Source: an optimization exercise on an open RTL-to-GDS flow (aim: small area, a short achievable clock period and few clock cycles per item). Production flows keep margins and buffers that such runs may drop. Where RTL was checked, it was by simulation tests only, not by an equivalence proof against the original. No functional check of the RTL was part of runs 2 and 3.

`config.mk`:
```
export PLATFORM = sky130hd
export DESIGN_NAME = Full_Connect
export DESIGN_NICKNAME = Full_Connect
export VERILOG_FILES = /design/flow/design.v
export SDC_FILE = /design/flow/constraint.sdc
export NUM_CORES = 4
export LEC_CHECK = 0
export CAP_MARGIN = 20
export CORE_MARGIN = 2
export CORE_UTILIZATION = 40
export SLEW_MARGIN = 20
export SYNTH_MEMORY_MAX_BITS = 16384
```
`constraint.sdc`:
```
create_clock -name core_clock -period 8.0 [get_ports {aclk}]
set_input_delay 1.6000 -clock core_clock [delete_from_list [all_inputs] [get_ports {aclk}]]
set_output_delay 1.6000 -clock core_clock [all_outputs]
set_load 0.01 [all_outputs]
```
`design.v`:
```
module Delay_2(
	input  aclk,
	input  aresetn,
	input  iStart,
	output oStart
);
reg [1:0] Start_Delay;  
always @(posedge aclk or negedge aresetn) begin
    if(!aresetn) begin
        Start_Delay <= 0;
    end
    else begin
        Start_Delay[0] <= iStart;
        Start_Delay[1] <= Start_Delay[0];
    end
end
assign oStart = Start_Delay[1];
endmodule
module Delay_2_Data(
	input  aclk,
	input  aresetn,
	input  [31:0] iStart,
	output [31:0] oStart
);
reg [31:0] Start_Delay [1:0];  
always @(posedge aclk or negedge aresetn) begin
    if(!aresetn) begin
        Start_Delay[0] <= 0;
        Start_Delay[1] <= 0;
    end
    else begin
        Start_Delay[0] <= iStart;
        Start_Delay[1] <= Start_Delay[0];
    end
end
assign oStart = Start_Delay[1];
endmodule
module FSM(
S_AXIS_ACLK,S_AXIS_ARESETN,Din_Valid,Ti1,Ti2,To1,To2,Cal_Valid,Dout_Valid
    );
    input S_AXIS_ACLK;
    input S_AXIS_ARESETN;
    input Din_Valid,Ti1,Ti2;  
    output reg Cal_Valid,Dout_Valid,To1,To2;  
    parameter   S0=2'b00,  
                S1=2'b01,  
                S2=2'b11;  
    reg [2:0] cs;  
    reg [2:0] ns;  
    always @(posedge S_AXIS_ACLK or negedge S_AXIS_ARESETN) begin
        if(!S_AXIS_ARESETN)
            cs <= S0;
        else
            cs <= ns;
    end
    always @(cs or Din_Valid or Ti1 or Ti2) begin
        ns = S0;
        case(cs)
            S0: ns = Din_Valid? S1:S0;
            S1: ns = Ti1? S2:S1;
            S2: ns = Ti2? S0:S2;
       default: ns = S0;
        endcase
     end
     always @(cs) begin
        case(cs)
            S0: begin To1=0;To2=0;Cal_Valid=0;Dout_Valid=0; end
            S1: begin To1=1;To2=0;Cal_Valid=1;Dout_Valid=0; end
            S2: begin To1=0;To2=1;Cal_Valid=0;Dout_Valid=1; end
       default: begin To1=0;To2=0;Cal_Valid=0;Dout_Valid=0; end
        endcase
     end
endmodule
module Timer(
S_AXIS_ACLK,S_AXIS_ARESETN,Ti1,Ti2,To1,To2,Addr
);
    input  S_AXIS_ACLK;
    input  S_AXIS_ARESETN;
    input  Ti1,Ti2;
    output To1,To2;
    output [5:0] Addr;
    reg [7:0]  cnt1;
    reg [7:0]  cnt2;
    always @(posedge S_AXIS_ACLK or negedge S_AXIS_ARESETN) begin
        if(!S_AXIS_ARESETN)
            cnt1 <= 0;
        else begin
            if(Ti1)
                cnt1 <= cnt1 + 1'b1;
            else 
                cnt1 <= 0;
        end
    end
    always @(posedge S_AXIS_ACLK or negedge S_AXIS_ARESETN) begin
        if(!S_AXIS_ARESETN)
            cnt2 <= 0;
        else begin
            if(Ti2)
                cnt2 <= cnt2 + 1'b1;
            else 
                cnt2 <= 0;
        end
    end
    assign To1 = (cnt1 < 8'd63)? 0:1;
    assign To2 = 1;
    assign Addr = cnt1[5:0];
endmodule
module FSM_Timer(
S_AXIS_ACLK,S_AXIS_ARESETN,Din_Valid,Cal_Valid,Dout_Valid,Addr
    );
    input  S_AXIS_ACLK;
    input  S_AXIS_ARESETN;
    input  Din_Valid;
    output Cal_Valid;
    output Dout_Valid;
    output [5:0] Addr;
    wire Ti1,Ti2,To1,To2;
    FSM FSM(
    .S_AXIS_ACLK(S_AXIS_ACLK),
    .S_AXIS_ARESETN(S_AXIS_ARESETN),
    .Din_Valid(Din_Valid),
    .Ti1(Ti1),.Ti2(Ti2),.To1(To1),.To2(To2),
    .Cal_Valid(Cal_Valid),
    .Dout_Valid(Dout_Valid)
    );
    Timer Timer(
    .S_AXIS_ACLK(S_AXIS_ACLK),
    .S_AXIS_ARESETN(S_AXIS_ARESETN),
   .Ti1(To1),.Ti2(To2),.To1(Ti1),.To2(Ti2),
   .Addr(Addr)
   );
endmodule
module Mul_Accumulate(
    input clk,
    input rst_n,
    input Cal_Valid,
    input signed [7:0]  weight,
    input signed [31:0] data,
    output reg signed [31:0] Dout
);
    reg  [31:0] buffer ;
    always @(posedge clk or negedge rst_n) begin
        if(!rst_n) begin
            Dout <= 0;
            buffer <= 0;
        end
        else begin
            if(Cal_Valid)begin
                buffer <= weight * data;
                Dout   <= buffer + Dout;
            end
            else begin
                Dout   <= 0;
                buffer <= 0;
            end
        end
    end
endmodule
module Weight_ROM #(
    parameter N = 16
)(
    input              aclk,
    input              aresetn,
    input  [5:0]       addr,
    output reg [8*N-1:0] dout
);
    reg [8*N-1:0] rom [0:63];
    reg [5:0]     addr_r;
    initial $readmemb("weights.mem", rom);
    always @(posedge aclk or negedge aresetn) begin
        if (!aresetn) begin
            addr_r <= 0;
            dout   <= 0;
        end
        else begin
            addr_r <= addr;
            dout   <= rom[addr_r];
        end
    end
endmodule
module Full_Connect (
    input              aclk,
    input              aresetn,
    input              s_valid,
    input  [31:0]      s_data,
    output             s_ready,
    output             m_valid,
    output [16*32-1:0] m_data
);
    localparam N = 16;
    wire        Cal_Valid, Dout_Valid;
    wire [5:0]  Addr;
    wire [8*N-1:0] weights;
    wire [31:0] data_d2;
    wire        cal_d2;
    reg  [31:0] data_r;
    reg         cal_d3, cal_d4;
    assign s_ready = !Cal_Valid && !Dout_Valid;
    FSM_Timer FSM_Timer (
        .S_AXIS_ACLK(aclk),
        .S_AXIS_ARESETN(aresetn),
        .Din_Valid(s_valid),
        .Cal_Valid(Cal_Valid),
        .Dout_Valid(Dout_Valid),
        .Addr(Addr)
    );
    always @(posedge aclk or negedge aresetn) begin
        if (!aresetn) begin
            data_r <= 0;
            cal_d3 <= 0;
            cal_d4 <= 0;
        end
        else begin
            data_r <= s_data;
            cal_d3 <= cal_d2;
            cal_d4 <= cal_d3;
        end
    end
    Weight_ROM #(.N(N)) Weight_ROM (
        .aclk(aclk),
        .aresetn(aresetn),
        .addr(Addr),
        .dout(weights)
    );
    Delay_2 Delay_Valid (
        .aclk(aclk),
        .aresetn(aresetn),
        .iStart(Cal_Valid),
        .oStart(cal_d2)
    );
    Delay_2_Data Delay_Data (
        .aclk(aclk),
        .aresetn(aresetn),
        .iStart(data_r),
        .oStart(data_d2)
    );
    wire        mac_valid = cal_d2 | cal_d3;
    wire [31:0] mac_data  = cal_d2 ? data_d2 : 32'd0;
    genvar i;
    generate
        for (i = 0; i < N; i = i + 1) begin : neuron
            Mul_Accumulate Mul_Accumulate (
                .clk(aclk),
                .rst_n(aresetn),
                .Cal_Valid(mac_valid),
                .weight(weights[8*i+7:8*i]),
                .data(mac_data),
                .Dout(m_data[32*i+31:32*i])
            );
        end
    endgenerate
    assign m_valid = cal_d4 & !cal_d3;
endmodule
```
`weights.mem`:
```
00000000111111000000000011111011111110110000000000000000111111100000001011111111000000111111111111111101000000010000000100000000
00000001111111101111111111111111111111100000000011111101000000000000000011111111000000000000000011111101000000011111111000000001
11111110111110011111101111111111111111111111100111110101000000000001001000000101000010000000100011111010000000001111111000000000
11111101111111000000000000000010000000011111110011111100111111011111111111110110111111111111111111111000111111101111101011111010
00000001111111011111111011111100111111101111111000000000000000000000001000000000000000001111111011111101111111100000000000000000
00000000000000101111111100000000000000111111110011111110000000000000000100000010000000000000000000000011111111101111111000000000
00000001000000000000000000000000000000001111110111111101111111100000001011111011111101111111101011111110111111011111100100000000
11111111000000000000011000000100111110010000000000001001111111111111101100000111000011100000001011111101000001010000011100000000
00000001000000001101011010111111110100101110101111100110111111011111110000000100000110000001010100000011111101001111000011101100
00000000111111001111111000000000000000000000000111111110111111110000001011111110111111110000001000000000000000011111111100000001
00000001000000011110100111110111000010000000011011111100000000001111101111111111111110111110000111000110111000111110110100000000
11111100111111100000000100000011000000001111110100000001000001001111111000000100000000001111011111111010111111001111111111111100
11111101111111011111100111111111000000001111110111111001111011111111110100000001000001100000110100001000000001011111110111111100
11111111111101001110110111110010111101011110111111111001000000001111001011101110000101110010100000010010000100001111101100000000
11111101000000000000001100000100000000100000000000000011000000000000000000000100000000001111110011111010000000010000000000000000
11111110111111010000011011111100000000001111110011111111000000001111111100000011111111011101100110111101111000000000000000000010
00000000111010011100110011011011111110010000000000000111000000010000010000001010000011110001010000000110111010101110001011110111
00000110111100111101000110110000110110011011110111111000000010100000100000001011001100000011000000101100000100110000001000000011
00001000000001111100001011001111000000110010000000001001111111111111011011110000111011001100111010101110110010111111001011111111
11111011000001100001000000001101000000010000000000000001000001010000011100001010111110101110101111101010000000000000001111111111
00000010110001011101000000000000000000010000001000000000000010000000111000011000000010100000111000000110111100111101111011011110
00000101111111011110011011011111000001001110101011010100000000001111000011101010000100010001001100001111000000101111010100000001
11111110111111110001001000010101000011011111110011111111000000110000100000001000000010010000100111111000000010010000000000000101
11111111111100110000100011101011111101010000101011111111111111110000000011111010111011111011001010101110101110111111110011111111
11101101111001001101110111110100111111110000100000001111111101000000011000010000000100000000110111110001111001011101101111111111
00011110000101010000110000001111000011111110111000000110000101110000011100001010000101110001101100010101000100111111001011110011
00000001111111101110110011100110000010110001000011111100000000011111110011111001111101001011011111100010111101001111111000000001
11111101000101110011001100101111001000000001100100000110000001110000110100001011111011111101110111101001111111010000101000000110
11100101111001111111111000010000000001010000000100000100000000000000111000010101000011010000110100000101111100011110101011111000
00011000000010101111110000000001111111101110010011001010000000101101011011110111000000110000011100001011000001001111100100000010
00001011000000110001111100110001000110100000111000000101000001011111101011111011000001000000001100000100000101000000011000000110
00000001111110001111111111111000111111110001011111111101111110110000001111111111111010001010111010110110111100010000000011111011
11101101111101011111101011110010111111100000011011110110111011000000101100001010111110101110111100001000000010010000011100010110
00100100000100100000100100010001000011010001010000101010000011000000001000000100000010010000101000001001111110001110100011101111
00000100000000001111100100000000000011001111111011100111111111100000000000000000111111001101010011111010111101100000001011111110
11111110001001110100010100110110001010010000110000000010111101110000100000010100111110110000011000011000000111100000011100000110
11110010000000010000100100001000000001010000010100000110111100110000100000010000000010100000001111111010000000000000100100001110
00100100000001101111101111111110111111111111110000001000111110011101010011110011000001010000101100000011111101111110010111111010
11111000111101000000000000011100000101011111001000001011111111110000001100000010000010000001100100101001001100100000010000000100
00000000000000001110111011110100111100111111101011111000000000010000001011111001110100101101011111100101111111001111111000000001
00010101000101000000010111101101111010001110011111001100111101101111010011101000111001110000000000001001000001010001001000010100
00001111000010100000011000001101000011100000111000010011111101001110100011101101000000000000110100001000000001001111111111111100
00001000000001111111110111110110111110111111000011101011000000000000000011111110111011111111101011111100111100111110100000000001
11111001000000110010111100110010001001010000110011110101111101100000010000010011111001111100011011011011000001010000011100001101
00010010000101110000110100000110000001100000100011111100110111011110101111111000111101001111110000000110000100100000111000011111
11111000111110101111110000000011000000000000100100010111111110111111100000000010000010000000111000000011111010101100010111111101
11101011111001101110100100010010000000000000100011111000111101010000100100000111000100000001011011110001111101001111010100000010
00000001000100101110101011011011110100001101011011111011000000000000000011111010111011011111000111110101111110001111100111111111
00010001000011011111001011100110110111101101010011001000111110101110111111100101111110110000111000000011000100010001010000000001
11111101111111011111110000001000000001110000101011111111111100011111100011111011000000000000011100000011000001001111111111111001
00010001000100111111110011010101111000001111000100000110111111111111100111111010111111000000100111101000111001111101000000000000
11111100111110100000100100000101000000000000000011110110111110110000001100000000111110111110100111111110111111010000010100001010
00010000000011000000000100000110000001001111110111011110111001011110001111110010111101011111111100000101000011100001011000000110
11101000111101000000000000000000000010110001100000011111111110111111110000000110000010010000011000000000111010001100100011111101
11101011111011101111100100000011111111010000001111110011111111001111110000000011000010100000001011110011111000001111010100000010
11111101001001110000001111101001110010101110011000000000111111101111110111110101111110111110010011111000111100001111101111111101
00001000000101010000011011111011111100101110001111111000111101111111011111110011111111110000101000011011000110000000100000000010
11110000000000101111111100000011000010010000100000000001111111101111011111111001000001000000011000001001000011000000001011111010
00011000000111000000010011011110111011110000010000000101000000001111101111111010000011100000011011100000111000101111011000000000
11111011111110100000000111111110111111011111111111111101000000001111111000000011000000011111100011111010111111000000000111111111
00000010000011100000000100010100000010101111110100010001000010101111100011101111111101000000011100010100000101110000100100001011
11111110000000100000001011110111000000000001100100010000000000000000010100000101000100000001100011111000110000011110010000000000
00000000111110111111011111111011111110111111110111111100111111111111011111111100000001010000000011110100111011100000000000000000
00000000000101110000100011111111111001101111110000000000111111000000000011111111111101101101111111110110111001010000000011111011
```
`run.sh`:
```
#!/bin/bash
# synth_recipe.tcl (not shown) runs the flow's synth.tcl, then flattens the netlist and writes it again
# the make line also repeats each setting of config.mk as NAME=value (left out here)
make -C /OpenROAD-flow-scripts/flow DESIGN_CONFIG=/design/flow/config.mk WORK_HOME=/design/flow/orfs CLKGATE_MAP_FILE= SYNTH_SCRIPT=/design/flow/synth_recipe.tcl finish
```
==> results of run 1 <==
==> final cells by class <==
class | count | area, um2 | area share
multi-input cells | 14650 | 131800 | 0.6589
flip-flops and latches | 1257 | 31580 | 0.1579
inverters | 3662 | 13750 | 0.06877
repair buffers | 1015 | 9734 | 0.04867
well taps | 5976 | 7477 | 0.03739
clock buffers | 213 | 4487 | 0.02244
clock inverters | 79 | 1136 | 0.005681
diodes | 25 | 62.56 | 0.0003128
==> cells in the mapped netlist, types with 54 or more instances <==
cell	count
inv_1	3661
nand3_1	207
o21ai_0	625
a21oi_1	1001
nand2b_1	125
ha_1	1576
nor2_1	1613
fa_1	2522
nor3_1	208
xor2_1	382
nand4_1	56
dfrtp_1	1257
o31ai_1	54
o21bai_1	109
buf_1	54
o21a_1	91
a31oi_1	114
nor2b_1	81
a211oi_1	101
clkbuf_1	1253
and2_1	170
nand2_1	1232
and3_1	2557
a21o_1	471
o211ai_1	78
xnor2_1	565
==> metrics by stage <==
stage                     setup slack (ns)  utilization  hold slack [ns]
after floorplan                      1.659            -           0.3312
after global placement              0.7535       0.4294           0.3323
after detailed placement            0.6522       0.4295           0.3347
after CTS                           0.6189       0.4419           0.3145
after global routing               0.09344       0.4419           0.3363
final                               0.4195       0.4420           0.3256
==> logic make-up after synthesis <==
family                     synth area share
and+or+nand+nor                      0.1818
buffers and inverters                0.1027
adders and majority gates            0.3863
AOI/OAI and AO/OA                    0.1091
DFF                                  0.1730
xor gates and xnor gates            0.04562
muxes                              0.001569
==> worst max-delay path, stage by stage, from the launching register on <==
cell and delay [ns]:
dfrtp_4 1.01, nand2_1 0.80, buf_4 0.42, nor2_1 0.43
fa_1 0.58, fa_1 0.50, fa_1 0.50, inv_1 0.05
fa_1 0.48, inv_1 0.05, ha_1 0.23, a2111oi_0 0.64
o21ai_0 0.32, a21oi_1 0.36, a21oi_1 0.18, a21o_1 0.23
a2111oi_0 0.38, a2111oi_0 0.12
==> layer usage <==
layer / track usage / wire [um] / vias up
met1: 0.3745 / 273000 / 75310
met2: 0.4493 / 295500 / 5368
li1: - / - / 67270
met5: 0 / 101 / -
met4: 0.1126 / 30830 / 16
met3: 0.04916 / 49730 / 1120
==> worst min-delay path by stage <==
stage | slack (ns) | startpoint | end
global placement | 0.33 | data_r[19] | Delay_Data.Start_Delay[0][19]
CTS | 0.31 | Delay_Data.Start_Delay[0][15] | Delay_Data.Start_Delay[1][15]
finish | 0.33 | Delay_Data.Start_Delay[0][15] | Delay_Data.Start_Delay[1][15]
floorplan | 0.33 | data_r[0] | Delay_Data.Start_Delay[0][0]
detailed placement | 0.33 | data_r[30] | Delay_Data.Start_Delay[0][30]
global route | 0.34 | Delay_Data.Start_Delay[0][15] | Delay_Data.Start_Delay[1][15]
==> placed cells by master (no fill, tap or decap), types with 80 or more instances in the layout <==
cell type / netlist / final
nand2_1: 1232 / 1229
nand3_1: 207 / 207
a211oi_1: 101 / 101
nor2b_1: 81 / 80
nor2_1: 1613 / 1605
xor2_1: 382 / 382
and3_1: 2557 / 2557
o21a_1: 91 / 91
and2_1: 170 / 155
clkbuf_16: 0 / 163
a31oi_1: 114 / 114
buf_4: 0 / 409
o21ai_0: 625 / 619
o21bai_1: 109 / 109
ha_1: 1576 / 1574
fa_1: 2522 / 2522
dfrtp_1: 1257 / 1220
nand2b_1: 125 / 125
clkdlybuf4s50_1: 0 / 547
xnor2_1: 565 / 565
inv_1: 3661 / 3658
nor3_1: 208 / 207
a21o_1: 471 / 471
a21oi_1: 1001 / 1001
==> flip-flops by register name, indices dropped and copies added, names as in the netlist <==
name                          flops
Delay_Data.Start_Delay           64
Delay_Valid.Start_Delay           2
FSM_Timer.FSM.cs                  2
FSM_Timer.Timer.cnt1              8
Weight_ROM.addr_r                 6
Weight_ROM.dout                 117
cal_d3                            1
cal_d4                            1
data_r                           32
neuron.Mul_Accumulate.Dout      512
neuron.Mul_Accumulate.buffer    512
==> metrics.csv, run 1 <==
metric,value,unit
outcome,"complete, no violations",
gp_congestion,1.046,
cts_tree,done,
synth-seq-area-share,0.1730,
rsz0062_at_grt,false,
ctsHoldBuffers,0,
drt_wl_total,649200,um
finalSetupTns,0,ns
dr.pass1.iters,6,
synthArstFlopShare,1.000,
path_clk_slew,0.06,ns
slew_viol_final,0,
r2r_end,neuron[1].Mul_Accumulate.buffer[25],
start_kind,flip-flop,
setup.worst_path.end,neuron[1].Mul_Accumulate.buffer[25],
fill_cells,44670,
grt_use_total,0.2798,
die_w,678.2,um
worst_slew_pin_slew,1.293,ns
dp_hpwl,482500,um
hold_class,reg2reg,
critPathArrivalTime,8.35,ns
final_cell_area,200000,um2
fmax,0.1319,GHz
ys_warn_count,8,
drv_cap,0,
ys_top_cells_by_area,"fa_1 (28%), dfrtp_1 (17%), ha_1 (11%), and3_1 (8.8%), inv_1 (7.6%)",
synth_ff_type,dfrtp_1,
startpoint,Delay_Valid.Start_Delay[1],
clkLatencyLatePin,0.93,ns
vias,149100,
grt_pass1_wl,978300,um
antenna_found_initial,45,
fp.dieH,678.2,um
clockBufferDepth,4,
r2r_start,Delay_Valid.Start_Delay[1],
syn_area,181800,um2
coreArea,452400,um2
skew,0.06051,ns
fin_nets,24890,
drtIter0Drc,12500,
synth_area_per_cell,8.706,um2
viasPerCell,5.546,
synth_cells,20880,
crit_path_end_kind,flip-flop,
min_period,7.580,ns
synth_nets,25020,
dpl.cell_count,26560,
pin_count,549,
rows,247,
place_area,194300,um2
wl_per_cell,24.15,um
grt_pass1_vias,153200,
drive_gt1_frac,0.04310,
worstPathRequired,8.77,ns
initial_core_util,0.4018,
yosysTopAreaCell,fa_1,
holdPathStages,0,
cts_resized,0,
area_delta_synth_final,10.01,%
portBuffers,548,
finalNonFillerCells,26880,
post-route-period-util,0.9476,
dieArea,459900,um2
criticalPathCategory,reg2reg,
r2r_setup_slack,0.42,ns
critPathMaxFanout,53,
drc,0,
numCtsBuffers,163,
gr-total-overflow,0,
synth_top_area_frac,0.2777,
ant_nets,0,
yosys_register_bits,1257,
synth-edff-count,0,
htree_levels,4,
postCtsSetupBuffers,0,
hold_viol_final,0,
clockRootBuffer,clkbuf_16,
grt_max_degree,252,
synth.distinct_cells,91,
finalSetupViolations,0,
relSlewSlack,0.1290,
clock_sinks,1257,
reg2reg_depth,17,
Testbench counts, summed over its fixed seeds: cycles 25,368, items 384.
==> run 2: changes to the inputs <==
==> design.v (replaced) <==
module Mul_Accumulate(
    input             clk,
    input             first,
    input      [11:0] sel,
    input      [31:0] data,
    output reg [31:0] Dout
);
    wire [31:0] d2 = {data[30:0], 1'b0};
    wire [31:0] pp [0:3];
    wire [31:0] negs;
    genvar d;
    generate
        for (d = 0; d < 4; d = d + 1) begin : digit
            wire one = sel[3*d+0];
            wire two = sel[3*d+1];
            wire neg = sel[3*d+2];
            wire [31:0] m = ({32{one}} & data) | ({32{two}} & d2);
            assign pp[d] = (m ^ {32{neg}}) << (2*d);
        end
    endgenerate
    assign negs = {25'd0, sel[11], 1'b0, sel[8], 1'b0, sel[5], 1'b0, sel[2]};
    wire [31:0] acc = first ? 32'd0 : Dout;
    always @(posedge clk)
        Dout <= acc + pp[0] + pp[1] + pp[2] + pp[3] + negs;
endmodule
module Weight_ROM #(
    parameter N = 16
)(
    input  [5:0]        addr,
    output [12*N-1:0]   sel
);
    reg [8*N-1:0] rom [0:63];
    initial $readmemb("weights.mem", rom);
    wire [8*N-1:0] w = rom[addr];
    genvar n, d;
    generate
        for (n = 0; n < N; n = n + 1) begin : neuron
            wire [8:0] wb = {w[8*n+7:8*n], 1'b0};
            for (d = 0; d < 4; d = d + 1) begin : digit
                wire b0 = wb[2*d];
                wire b1 = wb[2*d+1];
                wire b2 = wb[2*d+2];
                assign sel[12*n+3*d+0] = b1 ^ b0;
                assign sel[12*n+3*d+1] = (b2 & ~b1 & ~b0) | (~b2 & b1 & b0);
                assign sel[12*n+3*d+2] = b2 & ~(b1 & b0);
            end
        end
    endgenerate
endmodule
module Full_Connect (
    input              aclk,
    input              aresetn,
    input              s_valid,
    input  [31:0]      s_data,
    output             s_ready,
    output             m_valid,
    output [16*32-1:0] m_data
);
    localparam N = 16;
    reg         busy;        
    reg  [5:0]  cnt;         
    reg         v1, l1;      
    reg         f1;          
    reg         l2;          
    reg  [31:0] x1;
    reg  [12*N-1:0] sel1;
    wire [12*N-1:0] sel;
    wire take = busy | s_valid;
    assign s_ready = !busy;
    always @(posedge aclk or negedge aresetn) begin
        if (!aresetn) begin
            busy <= 1'b0;
            cnt  <= 6'd0;
            v1   <= 1'b0;
            l1   <= 1'b0;
            l2   <= 1'b0;
        end
        else begin
            if (take) begin
                cnt  <= cnt + 6'd1;
                busy <= (cnt != 6'd63);
            end
            v1 <= take;
            l1 <= take & (cnt == 6'd63);
            l2 <= v1 & l1;
        end
    end
    Weight_ROM #(.N(N)) Weight_ROM (
        .addr(cnt),
        .sel(sel)
    );
    always @(posedge aclk) begin
        x1   <= s_data;
        sel1 <= sel;
        f1   <= (cnt == 6'd0);
    end
    genvar i;
    generate
        for (i = 0; i < N; i = i + 1) begin : neuron
            Mul_Accumulate Mul_Accumulate (
                .clk(aclk),
                .first(f1),
                .sel(sel1[12*i+11:12*i]),
                .data(x1),
                .Dout(m_data[32*i+31:32*i])
            );
        end
    endgenerate
    assign m_valid = l2;
endmodule
==> run 2 against run 1 <==
Still clean on timing, DRC and antenna. Die area down 33%. Fmax is 26% higher. Core utilization increased by 0.20 points. Critical path type unchanged.
==> metrics.csv, run 2 <==
metric,value,unit,change
synth.distinct_cells,96,,was 91
grt_use_total,0.2890,,was 0.2798
drtIter0Drc,9782,,was 12500
fin_nets,16570,,was 24890
yosysTopAreaCell,fa_1,,unchanged
slew_viol_final,0,,unchanged
critPathArrivalTime,6.71,ns,was 8.35 ns
synth_area_per_cell,8.438,um2,was 8.706 um2
drive_gt1_frac,0.05237,,was 0.04310
fp.dieH,555.1,um,was 678.2 um
synth-xor-area-share,0.1676,,was 0.04562
place_area,130700,um2,was 194300 um2
grt_pass1_wl,679600,um,was 978300 um
pin_count,549,,unchanged
coreArea,302500,um2,was 452400 um2
pre_cts_ws,2.095,ns,was 0.6522 ns
drt_wl_total,454700,um,was 649200 um
reg2reg_depth,16,,was 17
synth_most_common_cell,inv_1,,unchanged
holdPathStages,1,,was 0
gp_congestion,1.034,,was 1.046
top_register,neuron.Mul_Accumulate.Dout,,
criticalPathCategory,reg2reg,,unchanged
cp_cell_sequence,buf_12 -> a22oi_1 -> xnor2_1 -> fa_1 -> fa_1 -> inv_1 -> fa_1 -> inv_1 -> ha_1 -> or3_1 -> a211oi_1 -> nor3_1 -> o21ai_1 -> a31oi_1 -> o41ai_2 -> o311ai_0,,was nand2_1 -> buf_4 -> nor2_1 -> fa_1 -> fa_1 -> fa_1 -> inv_1 -> fa_1 -> inv_1 -> ha_1 -> a2111oi_0 -> o21ai_0 -> a21oi_1 -> a21oi_1 -> a21o_1 -> a2111oi_0 -> a2111oi_0
wl_per_cell,24.86,um,was 24.15 um
postCtsSetupBuffers,0,,unchanged
synthAdderAreaFrac,0.3170,,was 0.3863
setup_slack,1.976,ns,was 0.4195 ns
path_clk_slew,0.06,ns,about the same
synth_mux_area_frac,0.008042,,was 0.001569
critPathMaxFanout,58,,was 53
numCtsBuffers,106,,was 163
htree_levels,3,,was 4
hold_viol_final,0,,unchanged
synth-seq-area-share,0.1215,,was 0.1730
multi_input_comb_area,94280,um2,was 131800 um2
ant_nets,0,,unchanged
synth_nets,16750,,was 25020
ys_top_cells_by_area,"fa_1 (21%), xnor2_1 (15%), dfxtp_1 (12%), ha_1 (11%), a22oi_1 (9.6%)",,"was fa_1 (28%), dfrtp_1 (17%), ha_1 (11%), and3_1 (8.8%), inv_1 (7.6%)"
drc,0,,unchanged
ys_top_cells_by_count,"inv_1 (2134), xnor2_1 (2021), a22oi_1 (1551)",,"was inv_1 (3661), and3_1 (2557), fa_1 (2522)"
finalSetupViolations,0,,unchanged
fmax,0.1660,GHz,was 0.1319 GHz
fill_cells,29930,,was 44670
hold_class,reg2reg,,unchanged
dieArea,308200,um2,was 459900 um2
rows,202,,was 247
largest_register_ffs,512,,
skew,0.04162,ns,was 0.06051 ns
worstPathRequired,8.68,ns,was 8.77 ns
final_cell_area,134300,um2,was 200000 um2
ys_warn_count,3,,was 8
layout_common_cells,"inv_1 (2132), xnor2_1 (2021), a22oi_1 (1551), fa_1 (1272), ha_1 (1042)",,"was inv_1 (3658), and3_1 (2557), fa_1 (2522), nor2_1 (1605), ha_1 (1574)"
syn_area,121500,um2,was 181800 um2
yosys_register_bits,735,,was 1257
reg.largest.list,"neuron.Mul_Accumulate.Dout (512), sel1 (180), x1 (32)",,"was neuron.Mul_Accumulate.Dout (512), neuron.Mul_Accumulate.buffer (512), Weight_ROM.dout (117)"
regArea,14950,um2,was 31580 um2
synth_compound_area_frac,0.1885,,was 0.1091
relSlewSlack,0.1799,,was 0.1290
cts_resized,0,,unchanged
portBuffers,548,,unchanged
grt_max_degree,108,,was 252
vias,103800,,was 149100
synth_cells,14400,,was 20880
antenna_found_initial,22,,was 45
outcome,"complete, no violations",,unchanged
dr.pass1.iters,6,,unchanged
worst_slew_pin_slew,1.228,ns,was 1.293 ns
clock_sinks,735,,was 1257
dp_hpwl,333100,um,was 482500 um
post-route-period-util,0.7530,,was 0.9476
fin_util,0.4440,,was 0.4420
max_stage_delay,0.75,ns,was 1.01 ns
r2r_setup_slack,1.98,ns,was 0.42 ns
synth_top_family_by_area,adder cells,,unchanged
clockBufferDepth,4,,unchanged
slowest_stage,dfxtp_4,,was dfrtp_4
clockRootBuffer,clkbuf_16,,unchanged
start_kind,flip-flop,,unchanged
ctsHoldBuffers,0,,unchanged
finalSetupTns,0,ns,unchanged
crit_path_end_kind,flip-flop,,unchanged
synthArstFlopShare,0.01361,,was 1.000
clkLatencyLatePin,0.88,ns,was 0.93 ns
area_delta_synth_final,10.55,%,was 10.01%
die_w,555.1,um,was 678.2 um
synth-edff-count,0,,unchanged
gr-total-overflow,0,,unchanged
synth_ff_type,dfxtp_1,,was dfrtp_1
synthSimpleGateAreaFrac,0.09466,,was 0.1818
viasPerCell,5.676,,was 5.546
synth_top_area_frac,0.2096,,was 0.2777
crit_path_frequent_cell,fa_1,,unchanged
rsz0062_at_grt,false,,unchanged
holdWs,0.4782,ns,was 0.3256 ns
grt_pass1_vias,102400,,was 153200
drv_cap,0,,unchanged
initial_core_util,0.4016,,was 0.4018
final_common_cell,inv_1,,unchanged
min_period,6.024,ns,was 7.580 ns
cts_tree,done,,unchanged
## run 2: cell count changes in the layout (fill, tap and decap cells not counted), sizes merged, moves of 504 or more
cell / change
and3: -2512
a22oi: +1544
inv: -1529
xnor2: +1456
fa: -1250
dfrtp: -1247
nor2: -1127
dfxtp: +725
nand2: -554
ha: -533
a21oi: -504
## run 2: cells by family (layout without fill, tap and decap cells)
family | count (synthesis) | after routing
XOR/XNOR | 2325 | 2325
AO/OA/AOI/OAI | 3281 | 3281
adder cells (fa/ha/maj) | 2315 | 2315
AND/OR/NAND/NOR | 2346 | 2346
flip-flops | 735 | 735
other | 1 | 14
multiplexers | 82 | 82
buffers and inverters | 3315 | 3216
## run 2: path summary, 6_finish.rpt
| check | start | to |
|---|---|---|
| worst max-delay path | x1[2] | neuron[2].Mul_Accumulate.Dout[30] |
| worst min-delay path | l1 | l2 |
| worst max register to register | x1[2] | neuron[2].Mul_Accumulate.Dout[30] |
| worst min register to register | l1 | l2 |
| max in group asynchronous | aresetn | cnt[5] |
| min in group asynchronous | aresetn | cnt[0] |
## run 2: metrics by stage
step                      instances
after CTS                     18280
final                         18290
after floorplan               14400
after global placement        18080
after global routing          18290
after detailed placement      18090
## run 2: metal layers
| metal | track usage | part of all wire | up-vias |
|---|---|---|---|
| met5 | 0 | 0.00015 | - |
| met2 | 0.4461 | 0.44 | 4472 |
| met3 | 0.04568 | 0.078 | 916 |
| met1 | 0.3927 | 0.43 | 51200 |
| li1 | - | - | 47220 |
| met4 | 0.1385 | 0.056 | 10 |
## run 2: area by class of cell
class / instances / area share
antenna: 13 / 0.0002422
clock buffer: 134 / 0.02237
clock inverter: 60 / 0.004173
inverter: 2137 / 0.05973
multi-input combinational: 10350 / 0.7019
sequential: 735 / 0.1113
tap: 3978 / 0.03705
timing repair buffer: 885 / 0.06321
## run 2: critical path, delay by kind of cell (launching register included)
family | cells | cell delay, ns
buf+inv | 3 | 0.48
xor+xnor | 1 | 0.21
simple gates | 2 | 0.60
fa+ha+maj | 4 | 1.63
flops | 1 | 0.75
compound gates | 6 | 1.92
==> run 3: changes to the inputs <==
--- a/config.mk
+++ b/config.mk
@@ -8,5 +8,6 @@
 export CAP_MARGIN = 20
 export CORE_MARGIN = 2
 export CORE_UTILIZATION = 40
+export SETUP_SLACK_MARGIN = 4.5
 export SLEW_MARGIN = 20
 export SYNTH_MEMORY_MAX_BITS = 16384
==> run 3 against run 2 <==
Core utilization increased by 7.5 points. Clock-buffer cell count is 21 higher. First-iteration DRC count is 16% higher. Fmax rose by 18%. Largest cell class unchanged. Still clean on timing, DRC and antenna.
==> metrics.csv, run 3 <==
metric,value,unit,change
finalSetupTns,0,ns,unchanged
regArea,15330,um2,was 14950 um2
ys_top_cells_by_count,"inv_1 (2134), xnor2_1 (2021), a22oi_1 (1551)",,unchanged
path_clk_slew,0.06,ns,about the same
synth_area_per_cell,8.438,um2,unchanged
fp.dieH,555.1,um,unchanged
die_w,555.1,um,unchanged
syn_area,121500,um2,unchanged
fmax,0.1960,GHz,was 0.1660 GHz
finalNonFillerCells,19160,,was 18290
antenna_found_initial,28,,was 22
fin_nets,17430,,was 16570
rsz0062_at_grt,true,,was false
layout_common_cells,"inv_1 (2043), xnor2_1 (1870), a22oi_1 (1239), fa_1 (1180), ha_1 (761)",,"was inv_1 (2132), xnor2_1 (2021), a22oi_1 (1551), fa_1 (1272), ha_1 (1042)"
critPathMaxFanout,6,,was 58
hold_viol_final,0,,unchanged
gr-total-overflow,0,,unchanged
viasPerCell,5.819,,was 5.676
clkLatencyLatePin,0.91,ns,was 0.88 ns
r2r_end,neuron[10].Mul_Accumulate.Dout[28],,was neuron[2].Mul_Accumulate.Dout[30]
htree_levels,3,,unchanged
top_register,neuron.Mul_Accumulate.Dout,,unchanged
synth-seq-area-share,0.1215,,unchanged
final_common_cell,inv_1,,unchanged
setup.worst_path.end,neuron[10].Mul_Accumulate.Dout[28],,was neuron[2].Mul_Accumulate.Dout[30]
clock_sinks,735,,unchanged
outcome,"complete, no violations",,unchanged
dpl.cell_count,18100,,was 18090
multi_input_comb_area,105300,um2,was 94280 um2
dieArea,308200,um2,unchanged
clockRootBuffer,clkbuf_16,,unchanged
portBuffers,548,,unchanged
min_period,5.103,ns,was 6.024 ns
drive_gt1_frac,0.2292,,was 0.05237
cts_tree,done,,unchanged
grt_max_degree,166,,was 108
ys_top_cells_by_area,"fa_1 (21%), xnor2_1 (15%), dfxtp_1 (12%), ha_1 (11%), a22oi_1 (9.6%)",,unchanged
synth_cells,14400,,unchanged
r2r_setup_slack,2.90,ns,was 1.98 ns
rows,202,,unchanged
vias,111500,,was 103800
ant_nets,0,,unchanged
clockBufferDepth,4,,unchanged
synthArstFlopShare,0.01361,,unchanged
fin_util,0.5191,,was 0.4440
worstPathRequired,8.83,ns,was 8.68 ns
setup_slack,2.897,ns,was 1.976 ns
reg2reg_depth,19,,was 16
synth-edff-count,0,,unchanged
gp_congestion,1.054,,was 1.034
criticalPathCategory,reg2reg,,unchanged
dp_hpwl,328500,um,was 333100 um
drt_wl_total,529100,um,was 454700 um
holdCritStartpoint,l1,,unchanged
initial_core_util,0.4016,,unchanged
hold_class,reg2reg,,unchanged
start_kind,flip-flop,,unchanged
drc,0,,unchanged
finalSetupViolations,0,,unchanged
worst_slew_pin_slew,1.286,ns,was 1.228 ns
crit_path_end_kind,flip-flop,,unchanged
yosysTopAreaCell,fa_1,,unchanged
area_delta_synth_final,29.25,%,was 10.55%
largest_register_ffs,512,,unchanged
drv_cap,0,,unchanged
synth_ff_type,dfxtp_1,,unchanged
coreArea,302500,um2,unchanged
r2r_start,x1[1],,was x1[2]
critPathArrivalTime,5.93,ns,was 6.71 ns
grt_use_total,0.3223,,was 0.2890
reg.largest.list,"neuron.Mul_Accumulate.Dout (512), sel1 (180), x1 (32)",,unchanged
wl_per_cell,27.61,um,was 24.86 um
grt_pass1_wl,745700,um,was 679600 um
grt_pass1_vias,109500,,was 102400
slew_viol_final,0,,unchanged
relSlewSlack,0.1424,,was 0.1799
dr.pass1.iters,10,,was 6
pin_count,549,,unchanged
synth_most_common_cell,inv_1,,unchanged
drtIter0Drc,11370,,was 9782
synth.distinct_cells,96,,unchanged
startpoint,x1[1],,was x1[2]
pre_cts_ws,2.208,ns,was 2.095 ns
synth_top_area_frac,0.2096,,unchanged
synth_nets,16750,,unchanged
post-route-period-util,0.6379,,was 0.7530
numCtsBuffers,108,,was 106
skew,0.03233,ns,was 0.04162 ns
yosys_register_bits,735,,unchanged
fill_cells,27510,,was 29930
ys_warn_count,3,,unchanged
[run 3: critical path: stages (launching register included)]
cell and delay [ns]:
dfxtp_4 0.38, buf_12 0.17, buf_16 0.16, a22oi_2 0.21
xnor2_2 0.15, fa_1 0.45, fa_1 0.49, inv_1 0.05
fa_1 0.49, inv_2 0.05, ha_4 0.22, o211a_1 0.21
a211oi_2 0.26, a211oi_2 0.08, o311a_1 0.43, nor4_4 0.41
o31ai_4 0.12, o41a_1 0.40, a21boi_2 0.19, xnor2_1 0.12
[run 3: final cells by class]
cell class,instances,area share
Sequential cell,735,0.09761
Clock buffer,155,0.02015
Timing Repair Buffer,1745,0.1247
Clock inverter,42,0.003824
Multi-Input combinational cell,10350,0.6705
Tap cell,3978,0.03169
Inverter,2137,0.05117
Antenna cell,18,0.0002868
[run 3: worst min path at each step]
stage | to | cells past startpoint | slack (ns)
after CTS | l2 | 1 | 0.47
final | l2 | 1 | 0.48
after detailed placement | l2 | 1 | 0.45
after global routing | l2 | 1 | 0.48
after floorplan | l2 | 1 | 0.43
after global placement | l2 | 1 | 0.45
[run 3: cells by family (layout without fill, tap and decap cells)]
group | count (synthesis) | after routing | synth area share
XOR/XNOR | 2325 | 2325 | 0.1676
flip-flops | 735 | 735 | 0.1215
adder cells (fa/ha/maj) | 2315 | 2315 | 0.3170
AND/OR/NAND/NOR | 2346 | 2346 | 0.09466
other | 1 | 19 | 0.00003086
AO/OA/AOI/OAI | 3281 | 3281 | 0.1885
buffers and inverters | 3315 | 4079 | 0.1027
multiplexers | 82 | 82 | 0.008042
[run 3: repair_timing]
item,CTS,global route
buffers inserted,518,265
pin swaps,505,613
hold buffers,0,0
cloned,40,20
setup endpoints to repair,858,516
endpoints found under the hold margin,0,0
gates resized for setup,1393,781
[run 3: through the flow]
stage / instance area, um2 / hold slack (ns)
floorplan: 128400 / 0.4277
global placement: 135000 / 0.4547
detailed placement: 135000 / 0.4508
CTS: 150400 / 0.4721
global route: 157000 / 0.4765
finish: 157000 / 0.4786
[run 3: routing by layer]
metal,vias up,routed length [um],global-route usage
met2,5756,230000,0.4943
met1,55430,209500,0.4188
met4,14,38670,0.1835
li1,49000,-,-
met3,1294,50870,0.06820
met5,-,95,0

-- static timing again, ports no longer ideal --
How much do the figures lean on ideal ports? The routed layouts below were timed once more, with nothing changed but the port constraints.
Step 1 sets driving cells, clkbuf_16 on the clock port and buf_2 on the other inputs (assumed; they add their load-dependent delay and slew).
Step 2 adds t to the input delays and takes it off the output delays; t is the mean of the earliest and latest rising clock arrival at the registers after step 1. Input paths then give back, and output paths get back, about the clock's delay inside the block.
Slacks: no drivers / after step 1 / after step 2; pairs: no drivers / after step 1.
run	t, ns	setup slack, ns	latest minus earliest clock arrival (ns)	worst register clock-pin slew, ns	pins driven straight from the clock port
run 1	1.034	0.420 / 0.420 / 0.420	0.061 / 0.062	0.07 / 0.07	1
run 2	0.966	1.976 / 1.976 / 1.976	0.045 / 0.045	0.07 / 0.07	1
run 3	0.980	2.897 / 2.897 / 2.897	0.037 / 0.037	0.07 / 0.07	1
After both steps setup and hold are still met in every run listed.
